Context: an optimization exercise on an open-source flow, tuned for small area, a short achievable clock period and few clock cycles per item. The choices shown serve that exercise and are no tape-out recipe.
The RTL was checked by simulation tests, not by an equivalence proof against the original design.

==> onyx: inputs <==
## RSA
module RSA #(
    parameter WIDTH = 16
)(
    input clk,
    input reset,
    input [WIDTH-1:0] Data,
    input [5:0] Key,
    input [WIDTH-1:0] N,
    output [WIDTH-1:0] Result,
    output Done
);
clock: 145.0 ns
lec_check: 0
cap_margin: 20
core_margin: 2
core_utilization: 40
place_density: 0.6
slew_margin: 20
run.sh (not shown) runs the stock make flow with config.mk's settings and CLKGATE_MAP_FILE= SYNTH_SCRIPT=/design/flow/synth_recipe.tcl, a recipe that flattens the netlist after the stock synthesis.
==> delta: changes against onyx <==
--- a/flow/design.v
+++ b/flow/design.v
@@ -14,23 +14,43 @@
     always @(posedge clk) begin
         Dr <= Data;
         Nr <= N;
         Kr <= Key;
     end
     reg [15:0] R;           
+    reg [15:0] Rs;          
     reg [2:0] j;            
     reg mul;                
     reg first;              
     reg done;
     wire [3:0] s = Nr[15] ? 4'd0 : Nr[14] ? 4'd1 : Nr[13] ? 4'd2 : Nr[12] ? 4'd3 :
                    Nr[11] ? 4'd4 : Nr[10] ? 4'd5 : Nr[9]  ? 4'd6 : Nr[8]  ? 4'd7 :
                    Nr[7]  ? 4'd8 : Nr[6]  ? 4'd9 : Nr[5]  ? 4'd10 : Nr[4] ? 4'd11 :
                    Nr[3]  ? 4'd12 : Nr[2] ? 4'd13 : Nr[1]  ? 4'd14 : 4'd15;
     wire [15:0] Nn = Nr << s;       
-    wire [15:0] Bn = R << s;        
-    wire [15:0] A = mul ? ((Kr == 6'd0) ? 16'd1 : Dr) : R;
+    wire [15:0] lead;
+    genvar g;
+    generate
+        for (g = 0; g < 16; g = g + 1) begin : ld
+            if (g == 15) begin : t
+                assign lead[g] = Nr[g];
+            end else begin : o
+                assign lead[g] = Nr[g] & ~(|Nr[15:g+1]);
+            end
+        end
+    endgenerate
+    wire [15:0] p2s = {lead[0], lead[1], lead[2], lead[3], lead[4], lead[5], lead[6], lead[7],
+                       lead[8], lead[9], lead[10], lead[11], lead[12], lead[13], lead[14], lead[15]};
+    wire [2:0] msb = Kr[5] ? 3'd5 : Kr[4] ? 3'd4 : Kr[3] ? 3'd3 :
+                     Kr[2] ? 3'd2 : Kr[1] ? 3'd1 : 3'd0;
+    wire skip = first & (Dr < Nr) & (Kr[5:1] != 5'd0);
+    wire me = first ? ~skip : mul;
+    wire [2:0] je = first ? (skip ? msb - 3'd1 : msb) : j;
+    wire [15:0] Ds = Dr << s;
+    wire [15:0] Bn = first ? (skip ? Ds : p2s) : Rs;
+    wire [15:0] A = (me | first) ? ((Kr == 6'd0) ? 16'd1 : Dr) : R;
     wire [33:0] pp0 = {34{A[0]}} & ({18'd0, Bn} << 0);
     wire [33:0] pp1 = {34{A[1]}} & ({18'd0, Bn} << 1);
     wire [33:0] pp2 = {34{A[2]}} & ({18'd0, Bn} << 2);
     wire [33:0] pp3 = {34{A[3]}} & ({18'd0, Bn} << 3);
     wire [33:0] pp4 = {34{A[4]}} & ({18'd0, Bn} << 4);
     wire [33:0] pp5 = {34{A[5]}} & ({18'd0, Bn} << 5);
@@ -462,35 +482,41 @@
     wire [12:0] SL0 = {fs0[12:0]};
     wire [12:0] CL0 = {fc0[11:0], qp0};
     wire [18:0] r1 = {H0[4], H0, 13'd0} + {6'd0, SL0} + {6'd0, CL0};
     wire [18:0] r2 = {H0[4], H0, 13'd0} + {6'd0, SL0} + {6'd0, CL0} + {3'b000, Nn};
     wire [15:0] rc = r1[18] ? r2[15:0] : r1[15:0];
     wire [15:0] Rn = rc >> s;
-    wire [2:0] msb = Kr[5] ? 3'd5 : Kr[4] ? 3'd4 : Kr[3] ? 3'd3 :
-                     Kr[2] ? 3'd2 : Kr[1] ? 3'd1 : 3'd0;
-    wire [2:0] je = first ? msb : j;
     always @(posedge clk) begin
         if (reset) begin
-            R <= 16'd1;
             mul <= 1'b1;
             first <= 1'b1;
             done <= 1'b0;
             j <= 3'd0;
         end else if (!done) begin
-            R <= Rn;
             first <= 1'b0;
-            if (mul) begin
+            if (me) begin
                 if (je == 3'd0) done <= 1'b1;
                 else begin
                     j <= je - 3'd1;
                     mul <= 1'b0;
                 end
             end else begin
-                if (Kr[j]) mul <= 1'b1;
-                else if (j == 3'd0) done <= 1'b1;
-                else j <= j - 3'd1;
+                if (Kr[je]) begin
+                    mul <= 1'b1;
+                    j <= je;
+                end else if (je == 3'd0) done <= 1'b1;
+                else begin
+                    j <= je - 3'd1;
+                    mul <= 1'b0;
+                end
             end
         end
     end
+    always @(posedge clk) begin
+        if (!done) begin
+            R <= Rn;
+            Rs <= rc;
+        end
+    end
     assign Result = R;
     assign Done = done;
 endmodule
==> flow/flow/run.sh (new file) <==
#!/bin/bash
# The standard layout (standard synthesis, same constraints), with one change:
# ORFS's repair_timing steps aim for a setup slack of 113 ns instead of 0, so
# that gate sizing and buffering shorten the internal register-to-register
# paths, which the 145 ns clock alone never asks for.  Logic is unchanged.
set -euo pipefail
bash standard.sh SETUP_SLACK_MARGIN=113 finish > flow_make.log 2>&1
==> flow/standard.sh (new file) <==
#!/bin/bash
# synth_recipe.tcl (not shown) runs the flow's synth.tcl, then flattens the netlist and writes it again
# the make line also repeats each setting of config.mk as NAME=value (left out here)
make -C /OpenROAD-flow-scripts/flow DESIGN_CONFIG=/design/flow/config.mk WORK_HOME=/design/flow/orfs CLKGATE_MAP_FILE= SYNTH_SCRIPT=/design/flow/synth_recipe.tcl "${@:-finish}"
==> flow/config.mk (replaced) <==
export PLATFORM = sky130hd
export DESIGN_NAME = RSA
export DESIGN_NICKNAME = RSA
export VERILOG_FILES = /design/flow/design.v
export SDC_FILE = /design/flow/constraint.sdc
export NUM_CORES = 4
export LEC_CHECK = 0
export ABC_AREA = 1
export CAP_MARGIN = 20
export CORE_MARGIN = 2
export CORE_UTILIZATION = 40
export PLACE_DENSITY = 0.6
export SLEW_MARGIN = 20
removed: flow/run.sh
==> indigo: changes against onyx <==
--- a/flow/design.v
+++ b/flow/design.v
@@ -14,23 +14,43 @@
     always @(posedge clk) begin
         Dr <= Data;
         Nr <= N;
         Kr <= Key;
     end
     reg [15:0] R;           
+    reg [15:0] Rs;          
     reg [2:0] j;            
     reg mul;                
     reg first;              
     reg done;
     wire [3:0] s = Nr[15] ? 4'd0 : Nr[14] ? 4'd1 : Nr[13] ? 4'd2 : Nr[12] ? 4'd3 :
                    Nr[11] ? 4'd4 : Nr[10] ? 4'd5 : Nr[9]  ? 4'd6 : Nr[8]  ? 4'd7 :
                    Nr[7]  ? 4'd8 : Nr[6]  ? 4'd9 : Nr[5]  ? 4'd10 : Nr[4] ? 4'd11 :
                    Nr[3]  ? 4'd12 : Nr[2] ? 4'd13 : Nr[1]  ? 4'd14 : 4'd15;
     wire [15:0] Nn = Nr << s;       
-    wire [15:0] Bn = R << s;        
-    wire [15:0] A = mul ? ((Kr == 6'd0) ? 16'd1 : Dr) : R;
+    wire [15:0] lead;
+    genvar g;
+    generate
+        for (g = 0; g < 16; g = g + 1) begin : ld
+            if (g == 15) begin : t
+                assign lead[g] = Nr[g];
+            end else begin : o
+                assign lead[g] = Nr[g] & ~(|Nr[15:g+1]);
+            end
+        end
+    endgenerate
+    wire [15:0] p2s = {lead[0], lead[1], lead[2], lead[3], lead[4], lead[5], lead[6], lead[7],
+                       lead[8], lead[9], lead[10], lead[11], lead[12], lead[13], lead[14], lead[15]};
+    wire [2:0] msb = Kr[5] ? 3'd5 : Kr[4] ? 3'd4 : Kr[3] ? 3'd3 :
+                     Kr[2] ? 3'd2 : Kr[1] ? 3'd1 : 3'd0;
+    wire skip = first & (Dr < Nr) & (Kr[5:1] != 5'd0);
+    wire me = first ? ~skip : mul;
+    wire [2:0] je = first ? (skip ? msb - 3'd1 : msb) : j;
+    wire [15:0] Ds = Dr << s;
+    wire [15:0] Bn = first ? (skip ? Ds : p2s) : Rs;
+    wire [15:0] A = (me | first) ? ((Kr == 6'd0) ? 16'd1 : Dr) : R;
     wire [33:0] pp0 = {34{A[0]}} & ({18'd0, Bn} << 0);
     wire [33:0] pp1 = {34{A[1]}} & ({18'd0, Bn} << 1);
     wire [33:0] pp2 = {34{A[2]}} & ({18'd0, Bn} << 2);
     wire [33:0] pp3 = {34{A[3]}} & ({18'd0, Bn} << 3);
     wire [33:0] pp4 = {34{A[4]}} & ({18'd0, Bn} << 4);
     wire [33:0] pp5 = {34{A[5]}} & ({18'd0, Bn} << 5);
@@ -462,35 +482,41 @@
     wire [12:0] SL0 = {fs0[12:0]};
     wire [12:0] CL0 = {fc0[11:0], qp0};
     wire [18:0] r1 = {H0[4], H0, 13'd0} + {6'd0, SL0} + {6'd0, CL0};
     wire [18:0] r2 = {H0[4], H0, 13'd0} + {6'd0, SL0} + {6'd0, CL0} + {3'b000, Nn};
     wire [15:0] rc = r1[18] ? r2[15:0] : r1[15:0];
     wire [15:0] Rn = rc >> s;
-    wire [2:0] msb = Kr[5] ? 3'd5 : Kr[4] ? 3'd4 : Kr[3] ? 3'd3 :
-                     Kr[2] ? 3'd2 : Kr[1] ? 3'd1 : 3'd0;
-    wire [2:0] je = first ? msb : j;
     always @(posedge clk) begin
         if (reset) begin
-            R <= 16'd1;
             mul <= 1'b1;
             first <= 1'b1;
             done <= 1'b0;
             j <= 3'd0;
         end else if (!done) begin
-            R <= Rn;
             first <= 1'b0;
-            if (mul) begin
+            if (me) begin
                 if (je == 3'd0) done <= 1'b1;
                 else begin
                     j <= je - 3'd1;
                     mul <= 1'b0;
                 end
             end else begin
-                if (Kr[j]) mul <= 1'b1;
-                else if (j == 3'd0) done <= 1'b1;
-                else j <= j - 3'd1;
+                if (Kr[je]) begin
+                    mul <= 1'b1;
+                    j <= je;
+                end else if (je == 3'd0) done <= 1'b1;
+                else begin
+                    j <= je - 3'd1;
+                    mul <= 1'b0;
+                end
             end
         end
     end
+    always @(posedge clk) begin
+        if (!done) begin
+            R <= Rn;
+            Rs <= rc;
+        end
+    end
     assign Result = R;
     assign Done = done;
 endmodule
==> flow/config.mk (replaced) <==
export PLATFORM = sky130hd
export DESIGN_NAME = RSA
export DESIGN_NICKNAME = RSA
export VERILOG_FILES = /design/flow/design.v
export SDC_FILE = /design/flow/constraint.sdc
export NUM_CORES = 4
export LEC_CHECK = 0
export ABC_AREA = 1
export CAP_MARGIN = 20
export CORE_MARGIN = 2
export CORE_UTILIZATION = 40
export PLACE_DENSITY = 0.6
export SLEW_MARGIN = 20
==> comparison <==
Design area: onyx is smaller than delta (about 14%). In area after synthesis, indigo and delta do not differ. The highest routed wire length belongs to delta, the lowest to onyx.
==> figures <==
Drt first-iter violations: onyx 1674; delta 1812; indigo 1639
Worst R2R Path Depth: onyx 173; delta 177; indigo 177
Met2 routed WL: onyx 34700 um; delta 40600 um; indigo 37100 um
Synth Area per Inst: onyx 8.24 um2; delta 7.47 um2; indigo 7.47 um2
Run status: onyx no timing/DRC/antenna violations; delta no timing/DRC/antenna violations; indigo no timing/DRC/antenna violations
Sum of net half-perimeters after detailed placement: onyx 61800 um; delta 67500 um; indigo 68200 um
Max Fanout on Critical Path: onyx 51; delta 6; indigo 51
Tap cell instance count: onyx 940; delta 959; indigo 959
Area share of and/or/nand/nor cells after synthesis: onyx 0.148; delta 0.237; indigo 0.237
Vertical die dimension: onyx 270 um; delta 275 um; indigo 275 um
Testbench counts of onyx, summed over its fixed seeds: cycles 9,642, ops 1,200.
Testbench counts of delta, summed over its fixed seeds: cycles 9,070, ops 1,200.
Testbench counts of indigo, summed over its fixed seeds: cycles 9,070, ops 1,200.

==> afterwards: timing with drivers on the ports <==
No port has a modelled driver above. Below, the same layouts with a new extraction and two added sets of constraints.
Step 1 sets driving cells, clkbuf_16 on the clock port and buf_2 on the other inputs (assumed; they add their load-dependent delay and slew).
Step 2, shift: input delay + t, output delay - t, t = (earliest + latest rising clock arrival at the registers) / 2. This alone moves slack from input paths to output paths.
Three values: ideal, step 1, step 2; two values: the first two.
run | shift t [ns] | setup slack, ns | pins driven straight from the clock port
onyx | 0.354 | 103.397 / 103.397 / 103.397 | 1
delta | 0.386 | 113.664 / 113.664 / 113.664 | 1
indigo | 0.391 | 107.285 / 107.285 / 107.285 | 1
After both steps setup and hold are still met in every run listed.
